This is an optimization exercise on Yosys and OpenROAD, whose aim is small area, a short achievable clock period and few clock cycles per item, not a production implementation.
RTL that was checked went through simulation tests only; none was proved equivalent to the original.

// SNN
module SNN(
	clk,
	rst_n,
	in_valid,
	img,
	ker,
	weight,
	out_valid,
	out_data
);
Size: about 38 I/O pins, roughly 34000 µm² of cells after synthesis.
export LEC_CHECK = 0
export CAP_MARGIN = 20
export CORE_MARGIN = 2
export CORE_UTILIZATION = 40
export CTS_CLUSTER_DIAMETER = 120
export CTS_CLUSTER_SIZE = 24
export SLEW_MARGIN = 20
create_clock -name core_clock -period 16.0 [get_ports {clk}]
standard.sh (not shown) runs the stock make flow with config.mk's settings and CLKGATE_MAP_FILE= SYNTH_SCRIPT=/design/flow/synth_recipe.tcl, a recipe that flattens the netlist after the stock synthesis.
==> flow/flow/run.sh <==
#!/bin/bash
# Standard ORFS layout with two changes: the ports are buffered with buf_2, and
# after the standard synthesis the inverters that extract_fa leaves around
# full adders are removed by choosing each full adder's polarity (invopt.py).
set -euo pipefail
export BUFFER_PORTS_ARGS="-buffer_cell sky130_fd_sc_hd__buf_2"
bash standard.sh synth > synth.log 2>&1
NET=orfs/results/sky130hd/SNN/base/1_2_yosys.v
cp "$NET" synth_netlist_before_invopt.log
python3 flow/invopt.py "$NET" > invopt.log 2>&1
bash standard.sh > standard.log 2>&1
Other scripts of this flow, unchanged in this note and not shown: flow/flow/invopt.py
Testbench counts at the start, summed over its fixed seeds: cycles 38,880, items 480.
Next try:
--- a/flow/design.v
+++ b/flow/design.v
@@ -72,48 +72,46 @@
   if (wshift) begin
     wr0 <= wr1; wr1 <= wr2; wr2 <= wr3;
     wr3 <= opany ? wr0 : w_in;
   end
 end
 reg cv, qv;
 reg [1:0] cr, cc, qr, qc;
-reg cim, qim, opr, oim, epr, eim, hk, hpr;
+reg cim, qim, opr, oim, epr, eim;
 always @(posedge clk or negedge rst_n) begin
   if (!rst_n) begin cv <= 1'b0; qv <= 1'b0; op0 <= 1'b0; op1 <= 1'b0; op2 <= 1'b0; op3 <= 1'b0;
-    n2 <= 1'b0; n3 <= 1'b0; e2 <= 1'b0; e3 <= 1'b0; h <= 1'b0; end
+    n2 <= 1'b0; n3 <= 1'b0; e2 <= 1'b0; e3 <= 1'b0; end
   else begin
     cv <= v_r & (x >= 3'd2) & (ym >= 3'd2);
     qv <= cv;
     op0 <= qv & qr[0] & (qc == 2'd1);
     op1 <= op0;
     op2 <= qv & qr[0] & (qc == 2'd3);
     op3 <= op2;
     n2 <= op2;
     n3 <= op3;
     e2 <= n2;
     e3 <= n3;
-    h <= (e2 | e3) & eim;
   end
 end
 always @(posedge clk) begin
   cr <= ym[1:0] - 2'd2; cc <= x[1:0] - 2'd2; cim <= im;
   qr <= cr; qc <= cc; qim <= cim;
   if (op0) begin opr <= qr[1]; oim <= qim; end
   epr <= opr; eim <= oim;
-  hk <= e3; hpr <= epr;
 end
 reg [19:0] conv;
 reg [7:0] qa, qb;
 reg qcin;
 reg [7:0] pm0, pm1;
 reg [16:0] mr;
 wire [16:0] madd = (op2 | op3) ? mr : 17'd0;
 reg [7:0] f0, f1, f2, f3;
 reg [9:0] dsum;
-reg [7:0] dif;
+reg [7:0] fcv;
 wire fs_1;
 wire fc_2;
 assign fs_1 = ~(sr12[0] & k0[0]) ^ ~(sr11[0] & k1[0]) ^ ~(sr10[0] & k2[0]);
 assign fc_2 = (~(sr12[0] & k0[0]) & ~(sr11[0] & k1[0])) | (~(sr12[0] & k0[0]) & ~(sr10[0] & k2[0])) | (~(sr11[0] & k1[0]) & ~(sr10[0] & k2[0]));
 wire hs_3;
 wire hc_4;
 assign hs_3 = ~(~(sr6[0] & k3[0]) ^ ~(sr5[0] & k4[0]));
@@ -3079,36 +3077,36 @@
 end
 wire [16:0] mac_nx;
 assign mac_nx = {~(mc_16_0), ~(mc_15_0), ~(mc_14_0), ~(mc_13_0), ~(mc_12_0), ~(mc_11_0), ~(mc_10_0), ~(mc_9_0), ~(mc_8_0), ~(mc_7_0), ~(mc_6_0), ~(mc_5_0), ~(mc_4_0), ~(mc_3_0), ~(mc_2_0), ~(mc_1_0), ~(mc_0_0)} + {1'b0, ~(mc_15_1), ~(mc_14_1), ~(mc_13_1), ~(mc_12_1), ~(mc_11_1), ~(mc_10_1), ~(mc_9_1), ~(mc_8_1), ~(mc_7_1), ~(mc_6_1), ~(mc_5_1), ~(mc_4_1), ~(mc_3_1), ~(mc_2_1), ~(mc_1_1), ~(mc_0_1)};
 wire [7:0] q = qa + qb + {7'd0, qcin};
 wire q_gt0 = q > pm0;
 wire q_gt1 = q > pm1;
 wire pfirst = !qr[0] && !qc[0];
-wire [16:0] fsum = {1'b0, mr[16:1]} + {9'd0, mr[16:9]} + 17'd1;
-wire [7:0] fcv = fsum[15:8];
+wire [16:0] fsum = {1'b0, mac_nx[16:1]} + {9'd0, mac_nx[16:9]} + 17'd1;
 wire [8:0] dfa = {1'b0, f0} - {1'b0, fcv};
 wire [7:0] dfb = fcv - f0;
-wire last = h & hpr & hk;
-wire [9:0] tot = ((hpr | hk) ? dsum : 10'd0) + {2'd0, dif};
+wire [7:0] dif = dfa[8] ? dfb : dfa[7:0];
+wire last = e3 & eim & epr;
+wire [9:0] tot = ((epr | e3) ? dsum : 10'd0) + {2'd0, dif};
 always @(posedge clk) begin
   conv <= conv_nx;
   qa <= dva[21:14];
   qb <= dvb[21:14];
   qcin <= dvlow[14];
   if (qv) begin
     if (!qc[1]) pm0 <= (pfirst || q_gt0) ? q : pm0;
     else if (qr[0] && qc[0]) pm0 <= q_gt1 ? q : pm1;   
     else        pm1 <= (pfirst || q_gt1) ? q : pm1;
   end
   mr <= mac_nx;
+  fcv <= fsum[15:8];
   if (e2 | e3) begin
     f0 <= f1; f1 <= f2; f2 <= f3; f3 <= fcv;
   end
-  dif <= dfa[8] ? dfb : dfa[7:0];
-  if (h) dsum <= tot;
+  if ((e2 | e3) & eim) dsum <= tot;
 end
 always @(posedge clk or negedge rst_n) begin
   if (!rst_n) begin out_valid <= 1'b0; out_data <= 10'd0; end
   else begin
     out_valid <= last;
     out_data <= (last & (tot >= 10'd16)) ? tot : 10'd0;
   end
The new run completed with no timing, DRC or antenna violations. Wire length falls by 2.1%. First-iteration DRC count went up by about 3.3%. Maximum frequency falls by 11%. Setup slack is worse by 550 ps. Area after synthesis barely changes. Cell area barely changes. Clock skew drops by 5.6 ps. Flip-flop and latch count shrinks by 3. Hold slack hardly moves.
For the second run of this note, only the layout was checked, not whether the RTL still works.


SNN, a different RTL version from the one above (not shown whole).
Size: about 38 I/O pins, roughly 34,000 sq um of cells after synthesis.
export LEC_CHECK = 0
export CAP_MARGIN = 20
export CORE_MARGIN = 2
export CORE_UTILIZATION = 40
export CTS_CLUSTER_DIAMETER = 120
export CTS_CLUSTER_SIZE = 24
export SLEW_MARGIN = 20
create_clock -name core_clock -period 16.0 [get_ports {clk}]
Scripts as last shown in full above: flow/flow/run.sh
Other scripts of this flow, unchanged in this note and not shown: flow/flow/invopt.py
Then changed:
--- a/flow/design.v
+++ b/flow/design.v
@@ -18,13 +18,13 @@
 output reg [9:0] out_data;
 reg v_r;
 reg [2:0] x, ym;
 reg im;
 reg [7:0] img_r, sr0, sr1, sr2, sr3, sr4, sr5, sr6, sr7, sr8, sr9, sr10, sr11, sr12;
 reg [7:0] k0, k1, k2, k3, k4, k5, k6, k7, k8;
-reg [7:0] wr0, wr1, wr2, wr3;
+reg [7:0] w_in, wr0, wr1, wr2, wr3;
 always @(posedge clk or negedge rst_n) begin
   if (!rst_n) v_r <= 1'b0;
   else v_r <= in_valid;
 end
 always @(posedge clk) begin
   if (in_valid) begin
@@ -35,12 +35,13 @@
       else ym <= ym + 3'd1;
     end else x <= x + 3'd1;
   end
 end
 always @(posedge clk) begin
     img_r <= img;
+    w_in <= weight;
     sr0 <= img_r;
     sr1 <= sr0;
     sr2 <= sr1;
     sr3 <= sr2;
     sr4 <= sr3;
     sr5 <= sr4;
@@ -54,26 +55,26 @@
 end
 wire first = in_valid & ~v_r;
 wire row0 = v_r & ~im & (ym == 3'd0);
 wire row1 = v_r & ~im & (ym == 3'd1);
 reg op0, op1, op2, op3, n2, n3, e2, e3, h;
 wire opany = op0 | op1 | op2 | op3;
-wire wshift = first | (row0 & (x <= 3'd2)) | opany;
+wire wshift = (row0 & (x <= 3'd3)) | opany;
 always @(posedge clk) begin
   if (first) k0 <= ker;
   if (row0 && x == 3'd0) k1 <= ker;
   if (row0 && x == 3'd1) k2 <= ker;
   if (row0 && x == 3'd2) k3 <= ker;
   if (row0 && x == 3'd3) k4 <= ker;
   if (row0 && x == 3'd4) k5 <= ker;
   if (row0 && x == 3'd5) k6 <= ker;
   if (row1 && x == 3'd0) k7 <= ker;
   if (row1 && x == 3'd1) k8 <= ker;
   if (wshift) begin
     wr0 <= wr1; wr1 <= wr2; wr2 <= wr3;
-    wr3 <= opany ? wr0 : weight;
+    wr3 <= opany ? wr0 : w_in;
   end
 end
 reg cv, qv;
 reg [1:0] cr, cc, qr, qc;
 reg cim, qim, opr, oim, epr, eim, hk, hpr;
 always @(posedge clk or negedge rst_n) begin
What happened: The changed run finished clean. Cell count went up by 3.0%. Sequential share of layout area drops by 0.19 points. Utilization hardly moves. Die area went up by 1.7%.
Testbench counts after the change, summed over its fixed seeds: cycles 38,880, items 480.
No functional check of the RTL was part of the first run of this note.


== job 2268 ==
SNN, a different RTL version from the one above (not shown whole).
// SNN
module SNN(
	clk,
	rst_n,
	in_valid,
	img,
	ker,
	weight,
	out_valid,
	out_data
);
export LEC_CHECK = 0
export CAP_MARGIN = 20
export CORE_MARGIN = 2
export CORE_UTILIZATION = 40
export CTS_CLUSTER_DIAMETER = 120
export CTS_CLUSTER_SIZE = 24
export SLEW_MARGIN = 20
create_clock -name core_clock -period 16.0 [get_ports {clk}]
Scripts as last shown in full above: flow/flow/run.sh
Other scripts of this flow, unchanged in this note and not shown: flow/flow/invopt.py
--- input diff job 2268..job 9394 ---
--- a/flow/design.v
+++ b/flow/design.v
@@ -18,13 +18,13 @@
 output reg [9:0] out_data;
 reg v_r;
 reg [2:0] x, ym;
 reg im;
 reg [7:0] img_r, sr0, sr1, sr2, sr3, sr4, sr5, sr6, sr7, sr8, sr9, sr10, sr11, sr12;
 reg [7:0] k0, k1, k2, k3, k4, k5, k6, k7, k8;
-reg [7:0] wr0, wr1, wr2, wr3;
+reg [7:0] w_in, wr0, wr1, wr2, wr3;
 always @(posedge clk or negedge rst_n) begin
   if (!rst_n) v_r <= 1'b0;
   else v_r <= in_valid;
 end
 always @(posedge clk) begin
   if (in_valid) begin
@@ -35,12 +35,13 @@
       else ym <= ym + 3'd1;
     end else x <= x + 3'd1;
   end
 end
 always @(posedge clk) begin
     img_r <= img;
+    w_in <= weight;
     sr0 <= img_r;
     sr1 <= sr0;
     sr2 <= sr1;
     sr3 <= sr2;
     sr4 <= sr3;
     sr5 <= sr4;
@@ -52,59 +53,62 @@
     sr11 <= sr10;
     sr12 <= sr11;
 end
 wire first = in_valid & ~v_r;
 wire row0 = v_r & ~im & (ym == 3'd0);
 wire row1 = v_r & ~im & (ym == 3'd1);
-reg op0, op1, op2, op3, e2, e3;
+reg op0, op1, op2, op3, e2, e3, h;
 wire opany = op0 | op1 | op2 | op3;
-wire wshift = first | (row0 & (x <= 3'd2)) | opany;
+wire wshift = (row0 & (x <= 3'd3)) | opany;
 always @(posedge clk) begin
   if (first) k0 <= ker;
   if (row0 && x == 3'd0) k1 <= ker;
   if (row0 && x == 3'd1) k2 <= ker;
   if (row0 && x == 3'd2) k3 <= ker;
   if (row0 && x == 3'd3) k4 <= ker;
   if (row0 && x == 3'd4) k5 <= ker;
   if (row0 && x == 3'd5) k6 <= ker;
   if (row1 && x == 3'd0) k7 <= ker;
   if (row1 && x == 3'd1) k8 <= ker;
   if (wshift) begin
     wr0 <= wr1; wr1 <= wr2; wr2 <= wr3;
-    wr3 <= opany ? wr0 : weight;
+    wr3 <= opany ? wr0 : w_in;
   end
 end
 reg cv, qv;
 reg [1:0] cr, cc, qr, qc;
-reg cim, qim, opr, oim, epr, eim;
+reg cim, qim, opr, oim, epr, eim, hk, hpr;
 always @(posedge clk or negedge rst_n) begin
   if (!rst_n) begin cv <= 1'b0; qv <= 1'b0; op0 <= 1'b0; op1 <= 1'b0; op2 <= 1'b0; op3 <= 1'b0;
-    e2 <= 1'b0; e3 <= 1'b0; end
+    e2 <= 1'b0; e3 <= 1'b0; h <= 1'b0; end
   else begin
     cv <= v_r & (x >= 3'd2) & (ym >= 3'd2);
     qv <= cv;
     op0 <= qv & qr[0] & (qc == 2'd1);
     op1 <= op0;
     op2 <= qv & qr[0] & (qc == 2'd3);
     op3 <= op2;
     e2 <= op2;
     e3 <= op3;
+    h <= (e2 | e3) & eim;
   end
 end
 always @(posedge clk) begin
   cr <= ym[1:0] - 2'd2; cc <= x[1:0] - 2'd2; cim <= im;
   qr <= cr; qc <= cc; qim <= cim;
   if (op0) begin opr <= qr[1]; oim <= qim; end
   epr <= opr; eim <= oim;
+  hk <= e3; hpr <= epr;
 end
 reg [19:0] conv;
 reg [7:0] q;
 reg [7:0] pm0, pm1;
 reg [16:0] mr, m2;
 reg [7:0] f0, f1, f2, f3;
 reg [9:0] dsum;
+reg [7:0] dif;
 wire hs_1;
 wire hc_2;
 assign hs_1 = ~(~(sr12[0] & k0[7]) ^ ~(sr12[1] & k0[6]));
 assign hc_2 = ~(sr12[0] & k0[7]) | ~(sr12[1] & k0[6]);
 wire fs_3;
 wire fc_4;
@@ -3062,17 +3066,14 @@
 wire [7:0] qn = divq[21:14];
 wire q_gt0 = q > pm0;
 wire q_gt1 = q > pm1;
 wire pfirst = !qr[0] && !qc[0];
 wire [16:0] fsum = {1'b0, mr[16:1]} + {9'd0, mr[16:9]} + 17'd1;
 wire [7:0] fcv = fsum[15:8];
-wire last = e3 & eim & epr;
-wire [9:0] dbase = (epr | e3) ? dsum : 10'd0;
-wire [9:0] tot_a = dbase + {2'd0, f0} - {2'd0, fcv};
-wire [9:0] tot_b = dbase + {2'd0, fcv} - {2'd0, f0};
-wire [9:0] tot = (f0 >= fcv) ? tot_a : tot_b;
+wire last = h & hpr & hk;
+wire [9:0] tot = ((hpr | hk) ? dsum : 10'd0) + {2'd0, dif};
 always @(posedge clk) begin
   conv <= conv_nx;
   q <= qn;
   if (qv) begin
     if (!qc[1]) pm0 <= (pfirst || q_gt0) ? q : pm0;
     else if (qr[0] && qc[0]) pm0 <= q_gt1 ? q : pm1;   
@@ -3080,13 +3081,14 @@
   end
   mr <= mac_nx;
   m2 <= (op1 | op2) ? mr : 17'd0;
   if (e2 | e3) begin
     f0 <= f1; f1 <= f2; f2 <= f3; f3 <= fcv;
   end
-  if ((e2 | e3) & eim) dsum <= tot;
+  dif <= (f0 > fcv) ? f0 - fcv : fcv - f0;
+  if (h) dsum <= tot;
 end
 always @(posedge clk or negedge rst_n) begin
   if (!rst_n) begin out_valid <= 1'b0; out_data <= 10'd0; end
   else begin
     out_valid <= last;
     out_data <= (last & (tot >= 10'd16)) ? tot : 10'd0;
--- outcome ---
- From job 2268 to job 9394 the numbers moved as follows: final-report setup violation count stayed essentially flat; synthesized net count rose by about 1.2%; logic depth of the worst path, buffers included fell by 7; worst setup slack rose by 0.45 ns; top achievable clock speed rose by 9.5%.
- Compared with job 2268, job 9394 shows total non-filler cell area in the finished layout that has gone up slightly.
- Row mean cell area of the mapped netlist: job 9394 lower / job 2268 higher
- For job 9394, the startpoint of the most critical setup path was conv[18]$_DFF_P_, unlike job 2268, where it was mr[11]$_DFF_P_.
Testbench counts of job 9394, summed over its fixed seeds: cycles 38,400, items 480.
No functional check of the RTL was part of job 2268.

## separate check: timing with driven ports
Ports are ideal in the flow. The routed layouts listed here were re-timed in OpenROAD.
Step 1 sets driving cells, clkbuf_16 on the clock port and buf_2 on the other inputs (assumed; they add their load-dependent delay and slew).
Step 2 times the ports against the registers' clock, not the clock port: input delays grow and output delays shrink by t, the midpoint of the rising clock arrivals with the driver on.
a / b / c = ideal ports / drivers / drivers and shift; a / b = the first two.
run | t (ns) | setup slack, ns | worst setup path after step 2 | latest minus earliest clock arrival (ns) | cell pins on the clock port's net
the first run of note 1 | 0.692 | 11.639 / 11.576 / 11.378 | input to register | 0.025 / 0.024 | 1
the second run of note 1 | 0.689 | 11.091 / 11.091 / 11.091 | register to register | 0.021 / 0.021 | 1
the first run of note 2 | 0.675 | 11.586 / 11.566 / 10.891 | input to register | 0.037 / 0.038 | 1
the second run of note 2 | 0.682 | 11.657 / 11.592 / 11.364 | input to register | 0.047 / 0.047 | 1
job 2268 | 0.661 | 10.788 / 10.788 / 10.788 | register to register | 0.029 / 0.029 | 1
job 9394 | 0.672 | 11.240 / 11.240 / 11.240 | register to register | 0.071 / 0.071 | 1
After both steps every run listed still meets setup and hold. The setup slack of the first run of note 2, which loses most, moves by -0.020 ns with the drivers and by -0.695 ns with both steps.
